From an optimization exercise on the open Yosys and OpenROAD flow, aimed at small area; shortcuts taken in it are not production practice. No run shown here included a check of the RTL's function; only the layout flow was run.

## flow/design.v (module list and top-level ports; edited modules follow where they fit)
// module Cordic: 5174 lines
// module FA: 6 lines
// module XO: 5 lines
// module HA: 6 lines
module Cordic(clk,rst,phase_step,xin,yin,xout,yout);
  // ...
==> flow/run.sh <==
#!/bin/bash
# synth_recipe.tcl (not shown) runs the flow's synth.tcl, then flattens the netlist and writes it again
# the make line also repeats each setting of config.mk as NAME=value (left out here)
make -C /OpenROAD-flow-scripts/flow DESIGN_CONFIG=/design/flow/config.mk WORK_HOME=/design/flow/orfs CLKGATE_MAP_FILE= SYNTH_SCRIPT=/design/flow/synth_recipe.tcl finish
==> flow/config.mk <==
export PLATFORM = sky130hd
export DESIGN_NAME = Cordic
export DESIGN_NICKNAME = Cordic
export VERILOG_FILES = /design/flow/design.v
export SDC_FILE = /design/flow/constraint.sdc
export NUM_CORES = 4
export LEC_CHECK = 0
export CAP_MARGIN = 20
export CORE_MARGIN = 2
export CORE_UTILIZATION = 60
export CTS_CLUSTER_DIAMETER = 100
export CTS_CLUSTER_SIZE = 30
export SLEW_MARGIN = 20
export SYNTH_HIERARCHICAL = 1
export SYNTH_MINIMUM_KEEP_SIZE = 0
==> flow/constraint.sdc <==
create_clock -name core_clock -period 5.0 [get_ports {clk}]
set_input_delay 1.0000 -clock core_clock [delete_from_list [all_inputs] [get_ports {clk}]]
set_output_delay 1.0000 -clock core_clock [all_outputs]
set_load 0.01 [all_outputs]
==> results.txt, run 1 <==
outcome finished clean; Worst R2R Setup Slack 0.14 ns; setup clock skew after layout 0.0282 ns; worst stage delay on the critical path 0.44 ns; combinational family with the most area after synthesis adder cells; synthesized netlist cell count 6574; fraction of registers with async set or reset after synthesis 0%; aggregate global routing overflow 0; highest metal layer used by the detailed router met4; post-place setup slack -0.529 ns; classification of the worst-slack hold path register to register; input/output buffers 109; Clock buffers and inverters, area share 1.96%; Hold WS 0.304 ns; placed cell count 8309; combined global-route utilization of all metal layers 22.5%; final max-slew violation count 0; top post-synthesis cells by count dfxtp_1, xor2_1, fa_1, xnor2_1, inv_1; register share of the cell area 35.4%; Post-CTS Hold Fix Bufs 0; post-route antenna net violation count 0; maximum number of pins on one net before global-route repair 63; Post-Layout Cell Count 8425; 1st-pass router iterations 5
==> run 2: changes to the inputs <==
--- a/flow/config.mk
+++ b/flow/config.mk
@@ -7,9 +7,9 @@
 export LEC_CHECK = 0
 export CAP_MARGIN = 20
 export CORE_MARGIN = 2
-export CORE_UTILIZATION = 60
-export CTS_CLUSTER_DIAMETER = 100
-export CTS_CLUSTER_SIZE = 30
+export CORE_UTILIZATION = 70
+export CTS_CLUSTER_DIAMETER = 80
+export CTS_CLUSTER_SIZE = 25
 export SLEW_MARGIN = 20
 export SYNTH_HIERARCHICAL = 1
 export SYNTH_MINIMUM_KEEP_SIZE = 0
==> results.txt, run 2 <==
outcome finished clean (unchanged); H-tree lvl count 3 (was 2); count of state elements after synthesis 1415 (unchanged); Max Clock Freq 204 MHz (was 206 MHz); count of vias placed by the detailed router 45535 (was 44732); combined global-route utilization of all metal layers 26.6% (was 22.5%); routed wire length per instance 17.1 um (was 16.5 um); post-detailed-route via-to-cell ratio 5.56 (was 5.31); CTS clk-pin slew, worst paths 0.09 ns (was 0.11 ns); Post-Layout Cell Count 8188 (was 8425); aggregate global routing overflow 0 (unchanged); setup clock skew after layout 0.0281 ns (was 0.0282 ns); final core utilization 76.3% (was 65.8%); clock tree from TritonCTS yes (unchanged); Routed WL 140 mm (was 139 mm); dpl hpwl 111 mm (about the same); placed cell count 8069 (was 8309); Syn Std Cell Area 74000 um2 (unchanged); Worst setup EP type register (unchanged); synthesized netlist cell count 6574 (unchanged); buffer type at the clock tree root clkbuf_16 (unchanged); overall die width 329 um (was 355 um); Detailed Route Iter0 Violations 2553 (was 2190); classification of the worst-slack hold path register to register (unchanged); Ys Warns 7 (unchanged); global-route wire length before repair 234 mm (was 232 mm); most frequent cell after synthesis dfxtp_1 (unchanged); EDFF count, synth 0 (unchanged); met2 Track Usage GR 47.5% (was 39.5%); Filler Cells Inserted 7115 (was 9662); share of the synthesized area in the top cell type 38.3% (unchanged); chain of cells forming the critical path xor2_1, fa_1, fa_1, fa_1, fa_1, fa_1, fa_1, fa_2, o21ai_0, o21bai_2, or4_4, o32ai_4, a21boi_2, xor2_1 (was xor2_1, fa_1, fa_1, fa_1, fa_1, fa_1, fa_1, fa_1, o21ai_0, o311ai_0, or3_1, o21ai_0, xor2_1); Diodes inserted 0 (unchanged); most frequent CP cell fa_1 (unchanged); Layout Nets 7734 (was 7741); period utilization 97.8% (was 97.1%); largest registers phase_acc: 32 flops, Z0: 31 flops (unchanged); slew at the pin closest to its max-slew limit 1.04 ns (was 1.02 ns); design area 80200 um2 (was 80300 um2); Sequential cell area 28400 um2 (about the same); most common cell after layout, fill and taps aside dfxtp_1 (unchanged); fraction of registers with async set or reset after synthesis 0% (unchanged); post-route antenna net violation count 0 (unchanged); io pins 110 (unchanged); RSZ-0062 raised after global routing yes; Data arrival, critical path 5.48 ns (was 5.49 ns); placed instance area 77900 um2 (was 78200 um2); most flop-heavy register phase_acc (unchanged); number of hold violations in the final report 0 (unchanged); global-route met3 utilization 2.78% (was 2.43%); highest-utilization routing layer at the global route stage met2 (unchanged); Rows 119 (was 128); commonest cells after routing, fill and taps aside dfxtp_1, xor2_1, fa_1 (unchanged); number of design rule violations left after detail routing 0 (unchanged); Hold WS 0.332 ns (was 0.304 ns); number of CTS-inserted buffers 68 (was 54); clock latency at the later pin of the worst-skew pair 0.68 ns (was 0.71 ns); cells taking the most area after synthesis dfxtp_1, fa_1, xor2_1 (unchanged); maximum number of pins on one net before global-route repair 63 (unchanged); placer's final routability congestion estimate 0.896 (was 0.864); ratio of cells with drive above 1 in the final layout 6.86% (was 7.01%); count of max-cap constraint violations 0 (unchanged); slowest stage cell on the critical path or4_4 (was fa_1); number of distinct standard cells referenced by the synthesized netlist 80 (unchanged); Longest Clk Path Bufs 3 (unchanged); Largest register FFs 32 (unchanged); top post-synthesis cells by count dfxtp_1, xor2_1, fa_1, xnor2_1, inv_1 (unchanged); normalized max-slew margin 30.5% (was 32.3%); Die Footprint 108000 um2 (was 126000 um2); time the final worst path needs with I/O delays and setup 4.89 ns (was 4.86 ns); final max-slew violation count 0 (unchanged); area of the multi-input gates 44700 um2 (was 44800 um2); Core ar. 105000 um2 (was 122000 um2); vias in the first global route 46935 (was 45813); library cell with the largest summed area after synthesis dfxtp_1 (unchanged); met1 routing resource usage after global routing 34.8% (was 30.0%); share of synthesized area occupied by flip-flops and latches 38.3% (unchanged); top flip-flop cell by instance count after synthesis dfxtp_1 (unchanged); initial cell density of the core 70.4% (was 60.6%); average cell area after synthesis 11.3 um2 (unchanged); worst stage delay on the critical path 0.52 ns (was 0.44 ns); nature of the critical path startpoint register (unchanged); Required @ worst endpoint 5.59 ns (was 5.64 ns); Syn-to-layout area delta 8.34% (was 8.47%); # clock sinks 1415 (unchanged); 1st-pass router iterations 7 (was 5); vertical die dimension 329 um (was 355 um); Final setup violation count 0 (unchanged); CP max FO 9 (was 8); number of antenna violations at the first check in global routing 0 (unchanged); input/output buffers 109 (unchanged); Worst Path Class, Setup register to register (unchanged)
-- run 2: critical path: cells and delay by family (launching register included) --
family	cells	cell delay (ns)
compound gates	4	0.68
xor+xnor	2	0.35
flops	1	0.41
fa+ha+maj	7	2.86
simple gates	1	0.52
-- run 2: what timing repair did --
item,CTS,global route
hold endpoints to repair,0,0
buffers inserted,1,24
setup endpoints to repair,1,59
hold buffers,0,0
resized for setup,1,28
pin swaps,1,4
-- run 2: path summary, 6_finish.rpt --
check               from     end  slack [ns]  depth (start not counted)
setup / recovery  Z7[24]  Y8[20]        0.11                         14
hold / removal    Z0[18]  Z1[18]        0.33                          0
setup reg to reg  Z7[24]  Y8[20]        0.11                         14
hold reg to reg   Z0[18]  Z1[18]        0.33                          0
-- run 2: cell type report --
| type | instances | share of cell area (%) |
|---|---|---|
| multi-input cells | 4757 | 55.8 |
| flip-flops and latches | 1415 | 35.4 |
| repair buffers | 252 | 2.79 |
| clock buffers | 84 | 2.33 |
| well taps | 1391 | 2.17 |
| inverters | 279 | 1.36 |
| clock inverters | 10 | 0.159 |
-- run 2: modules after synthesis, one instance, submodules excluded --
module	cells inside	copies in the design	cell area, um2	flip-flops and latches
XO	1	927	8.76	0
FA	1	802	20.0	0
Cordic	4756	1	48700	1415
HA	1	89	12.5	0
-- run 2: cell families after synthesis --
logic type / after synthesis / share of synthesized area (%)
and+or+nand+nor: 1607 / 11.7
xor gates and xnor gates: 1574 / 18.6
DFF: 1415 / 38.3
adders and majority gates: 895 / 23.3
AOI/OAI and AO/OA: 631 / 5.42
buffers and inverters: 412 / 2.12
muxes: 39 / 0.544
other: 1 / 0.00507
-- run 2: per-stage QoR --
stage | setup WS [ns] | TNS, ns
after detailed placement | -0.444 | -2.03
final | 0.109 | 0
after CTS | 0.0111 | 0
after global placement | -0.451 | -1.91
after floorplan | -0.141 | -0.982
after global routing | -0.0557 | -0.124
-- run 2: layer usage --
layer | part of all wire (%) | wire length (um)
met3 | 3.6 | 5090
met2 | 51 | 71400
met4 | 2.2 | 3040
met5 | 0 | 0
met1 | 43 | 60700

==> separate check: timing with driven ports <==
The flow's constraints put no driver on any port. The routed layouts listed below were extracted and timed again, unchanged, in two steps. Step 1 assumes that a clkbuf_16 drives the clock port and a buf_2 every other input. Step 2 times the ports against the registers' clock, not the clock port: input delays grow and output delays shrink by t, the midpoint of the rising clock arrivals with the driver on. Three values: ideal ports, drivers, drivers and shift; two values: the first two.
run	shift t [ns]	setup WS [ns]	hold slack, ns	worst setup path at the end
run 1	0.774	0.145 / 0.145 / -0.473	0.304 / 0.304 / 0.304	input to register
run 2	0.736	0.109 / 0.109 / -0.337	0.332 / 0.332 / 0.332	input to register
With both steps, setup timing fails in run 1 and run 2, where it was met with ideal ports. The setup slack of run 1, which loses most, moves by 0.000 ns with the drivers and by -0.618 ns with both steps.
